Source: an optimization exercise on an open RTL-to-GDS flow (aim: small area and a short achievable clock period). Production flows keep margins and buffers that such runs may drop. The RTL was checked by simulation tests, not by an equivalence proof against the original design. No driver is modelled on the clock port, so clocking that relies on it looks cheaper here than on a real chip. Power figures rest on the tool's default switching activity, not on a simulated workload.

## axi_stream_insert_header
module axi_stream_insert_header #(
    parameter DATA_WD = 128,
    parameter DATA_BYTE_WD = DATA_WD / 8
) (
    input clk,
    input rst_n,
    input valid_in,
    input [DATA_WD-1 : 0] data_in,
    input [DATA_BYTE_WD-1 : 0] keep_in,
    input last_in,
    output reg ready_in,
    output reg valid_out,
    output reg [DATA_WD-1 : 0] data_out,
    output reg [DATA_BYTE_WD-1 : 0] keep_out,
    output reg last_out,
    input ready_out,
    input valid_insert,
    input [DATA_WD-1 : 0] header_insert,
    input [DATA_BYTE_WD-1 : 0] keep_insert,
    output reg ready_insert
);
function integer clog2;
input integer n;
begin
    for (clog2 = 0; n > 0; clog2 = clog2 + 1)
        n = n >> 1;
end
endfunction
localparam BW = DATA_BYTE_WD;
localparam ZW = clog2(BW - 1);
function hz_ge;
    input [BW-1:0] keep;
    input integer k;
begin
    if (k <= 0)
        hz_ge = 1'b1;
    else if (k >= BW)
        hz_ge = 1'b0;
    else
        hz_ge = ~keep[BW-k];
end
endfunction
function [ZW-1:0] therm_zeros;
    input [BW-1:0] keep;
    integer i, m;
    reg acc;
begin
    for (i = 0; i < ZW; i = i + 1) begin
        acc = 1'b0;
        for (m = (1 << i); m < BW; m = m + (2 << i))
            acc = acc | (hz_ge(keep, m) & ~hz_ge(keep, m + (1 << i)));
        therm_zeros[i] = acc;
    end
end
endfunction
reg [DATA_WD-1:0] prev;         
reg [ZW-1:0] hz;                
reg pend;                       
reg rin;                        
wire start = ~rin & ~valid_out & ready_out & valid_insert & valid_in;
wire [2*DATA_WD-1:0] win0 = {prev, data_in};
wire [2*DATA_WD-1:0] win1 = hz[3] ? {win0[2*DATA_WD-1-64:0], 64'b0} : win0;
wire [2*DATA_WD-1:0] win2 = hz[2] ? {win1[2*DATA_WD-1-32:0], 32'b0} : win1;
wire [2*DATA_WD-1:0] win3 = hz[1] ? {win2[2*DATA_WD-1-16:0], 16'b0} : win2;
wire [2*DATA_WD-1:0] win4 = hz[0] ? {win3[2*DATA_WD-1-8:0], 8'b0} : win3;
wire [BW-1:0] kin = {1'b1, keep_in[BW-2:0]};
wire [BW:0] hz_at;
genvar g;
generate
    for (g = 0; g <= BW; g = g + 1) begin : g_hz_at
        assign hz_at[g] = (hz >= g);
    end
endgenerate
function fz_ge;
  ...
clock: 14.0 ns
lec_check: 0
cap_margin: 20
core_margin: 2
core_utilization: 50
setup_slack_margin: 1.0
slew_margin: 20
standard.sh (not shown) runs the stock make flow with config.mk's settings and CLKGATE_MAP_FILE= SYNTH_SCRIPT=/design/flow/synth_recipe.tcl, a recipe that flattens the netlist after the stock synthesis.
==> flow/flow/run.sh <==
#!/bin/bash
# The standard ORFS layout (the standard.sh), with these changes made through
# ORFS's own hooks and variables:
#  - synthesis is the standard synthesis with an area-oriented ABC mapping
#    script (synth_abc.tcl, abc_map.script)
#  - the port buffers are buf_1 cells; the output ones become buf_2 after global
#    placement (post_gp.tcl)
#  - clock tree synthesis without dummy loads, from clkbuf_8 cells in larger clusters
#  - repair_timing after CTS and after global routing aims at a setup slack of
#    FLOW_FLOW_MARGIN ns (margin.tcl)
set -euo pipefail
here=$(pwd)
export FLOW_STD_SYNTH="$here/synth_recipe.tcl"
export FLOW_ABC_SCRIPT="$here/flow/abc_map.script"
export FLOW_FLOW_MARGIN=10.1
export BUFFER_PORTS_ARGS="-buffer_cell sky130_fd_sc_hd__buf_1"
export POST_GLOBAL_PLACE_TCL="$here/flow/post_gp.tcl"
export CTS_ARGS="-sink_clustering_enable -repair_clock_nets -dont_use_dummy_load -buf_list sky130_fd_sc_hd__clkbuf_8 -root_buf sky130_fd_sc_hd__clkbuf_16 -sink_clustering_size 16 -sink_clustering_max_diameter 60"
export PRE_CTS_TCL="$here/flow/margin.tcl"
export PRE_GLOBAL_ROUTE_TCL="$here/flow/margin.tcl"
bash standard.sh SYNTH_SCRIPT="$here/flow/synth_abc.tcl" finish > standard_flow.log 2>&1
==> flow/flow/abc_map.script <==
strash
dch
map -a
topo
==> flow/flow/synth_abc.tcl <==
# The standard synthesis (synth_recipe.tcl, sourced below), with one change:
# ABC maps the logic with flow/abc_map.script (an area-oriented &nf mapping)
# instead of ORFS's abc_speed.script. Flip-flops are mapped before ABC runs, so
# the registers, their names and cell types are those of the standard synthesis.
proc abc {args} {
  set i [lsearch -exact $args -script]
  if {$i >= 0} {
    lset args [expr {$i + 1}] $::env(FLOW_ABC_SCRIPT)
  }
  yosys abc {*}$args
}
source $::env(FLOW_STD_SYNTH)
Other scripts of this flow, unchanged in this note and not shown: flow/flow/margin.tcl, flow/flow/post_gp.tcl
Edit:
==> flow/flow/abc_map.script (replaced) <==
&get -n
&st
&dch
&nf
&put
Effect: Final area grows by 0.52%. Clock skew shrinks by 0.015 ns. Synthesized area grows by 0.64%. Register-to-register slack degrades by 0.29 ns. Setup slack degrades by 0.37 ns.
Edit:
--- a/flow/flow/run.sh
+++ b/flow/flow/run.sh
@@ -4,2 +3,0 @@
-#  - synthesis is the standard synthesis with an area-oriented ABC mapping
-#    script (synth_abc.tcl, abc_map.script)
@@ -13,2 +10,0 @@
-export FLOW_STD_SYNTH="$here/synth_recipe.tcl"
-export FLOW_ABC_SCRIPT="$here/flow/abc_map.script"
@@ -18 +14 @@
-export CTS_ARGS="-sink_clustering_enable -repair_clock_nets -dont_use_dummy_load -buf_list sky130_fd_sc_hd__clkbuf_8 -root_buf sky130_fd_sc_hd__clkbuf_16 -sink_clustering_size 16 -sink_clustering_max_diameter 60"
+export CTS_ARGS="-sink_clustering_enable -repair_clock_nets -dont_use_dummy_load -buf_list sky130_fd_sc_hd__clkbuf_8 -sink_clustering_size 16 -sink_clustering_max_diameter 60"
@@ -21 +17 @@
-bash standard.sh SYNTH_SCRIPT="$here/flow/synth_abc.tcl" finish > standard_flow.log 2>&1
+bash standard.sh > standard_flow.log 2>&1
removed: flow/flow/abc_map.script
removed: flow/flow/synth_abc.tcl
Result: Worst setup slack improves by 0.31 ns. Routed wire length grows by 9.2%. Total power climbs by 7.5%. Fmax went up by 7.9%. Final area grows by 6.5%. Combinational power rises by 17%. Clock skew climbs by 0.026 ns.
Edit:
--- a/flow/flow/run.sh
+++ b/flow/flow/run.sh
@@ -3,0 +4,2 @@
+#  - synthesis is the standard synthesis with an area-oriented ABC mapping
+#    script (synth_abc.tcl, abc_map.script)
@@ -10,0 +13,2 @@
+export FLOW_STD_SYNTH="$here/synth_recipe.tcl"
+export FLOW_ABC_SCRIPT="$here/flow/abc_map.script"
@@ -14 +18 @@
-export CTS_ARGS="-sink_clustering_enable -repair_clock_nets -dont_use_dummy_load -buf_list sky130_fd_sc_hd__clkbuf_8 -sink_clustering_size 16 -sink_clustering_max_diameter 60"
+export CTS_ARGS="-sink_clustering_enable -repair_clock_nets -dont_use_dummy_load -buf_list sky130_fd_sc_hd__clkbuf_8 -root_buf sky130_fd_sc_hd__clkbuf_16 -sink_clustering_size 16 -sink_clustering_max_diameter 60"
@@ -17 +21 @@
-bash standard.sh > standard_flow.log 2>&1
+bash standard.sh SYNTH_SCRIPT="$here/flow/synth_abc.tcl" finish > standard_flow.log 2>&1
==> flow/flow/abc_map.script (new file) <==
strash
dch
map -a
topo
==> flow/flow/synth_abc.tcl (new file) <==
# The standard synthesis (synth_recipe.tcl, sourced below), with one change:
# ABC maps the logic with flow/abc_map.script (an area-oriented mapping: strash; dch; map -a)
# instead of ORFS's abc_speed.script. Flip-flops are mapped before ABC runs, so
# the registers, their names and cell types are those of the standard synthesis.
proc abc {args} {
  set i [lsearch -exact $args -script]
  if {$i >= 0} {
    lset args [expr {$i + 1}] $::env(FLOW_ABC_SCRIPT)
  }
  yosys abc {*}$args
}
source $::env(FLOW_STD_SYNTH)
Result: Clock power grows by 4.6%; critical path depth stays the same; setup slack is better by 0.063 ns; via count grows by 25%.
Edit:
--- a/flow/flow/run.sh
+++ b/flow/flow/run.sh
@@ -4,2 +3,0 @@
-#  - synthesis is the standard synthesis with an area-oriented ABC mapping
-#    script (synth_abc.tcl, abc_map.script)
@@ -13,2 +10,0 @@
-export FLOW_STD_SYNTH="$here/synth_recipe.tcl"
-export FLOW_ABC_SCRIPT="$here/flow/abc_map.script"
@@ -21 +17 @@
-bash standard.sh SYNTH_SCRIPT="$here/flow/synth_abc.tcl" finish > standard_flow.log 2>&1
+bash standard.sh > standard_flow.log 2>&1
removed: flow/flow/abc_map.script
removed: flow/flow/synth_abc.tcl
The new run finished with timing, DRC and antenna clean. Routed wire length shrinks slightly. Cell count falls by a quarter to a third. Worst setup slack gets better by 0.012 ns. Clock-buffer cell count stays the same. Sequential power stays flat. First-iteration DRC count goes down by roughly a tenth. Die area is higher by roughly a tenth.

-- port drivers added, routing unchanged --
How much do the figures lean on ideal ports? The routed layouts below were timed once more, with nothing changed but the port constraints. Step 1 (the two cells are an assumption about what drives the block):
set clk [get_ports {clk}]
set_driving_cell -lib_cell sky130_fd_sc_hd__clkbuf_16 $clk
set_driving_cell -lib_cell sky130_fd_sc_hd__buf_2 [delete_from_list [all_inputs] $clk]
Step 2 adds t to the input delays and takes it off the output delays; t is the mean of the earliest and latest rising clock arrival at the registers after step 1. Input paths then give back, and output paths get back, about the clock's delay inside the block. Slacks: ideal / step 1 / step 2; pairs: ideal / step 1.
| run | t, ns | setup WS [ns] | worst hold slack (ns) |
|---|---|---|---|
| the first run | 0.560 | 10.132 / 10.079 / 9.711 | 0.529 / 0.529 / 0.529 |
| the second run | 0.548 | 9.759 / 9.742 / 9.193 | 0.518 / 0.518 / 0.518 |
| the third run | 0.614 | 10.069 / 10.021 / 9.720 | 0.568 / 0.568 / 0.568 |
| the fourth run | 0.560 | 10.132 / 10.079 / 9.711 | 0.529 / 0.529 / 0.529 |
| the fifth run | 0.540 | 10.144 / 10.092 / 9.739 | 0.568 / 0.568 / 0.568 |
After both steps every run listed still meets setup and hold. The setup slack of the second run, which loses most, moves by -0.017 ns with the drivers and by -0.566 ns with both steps.
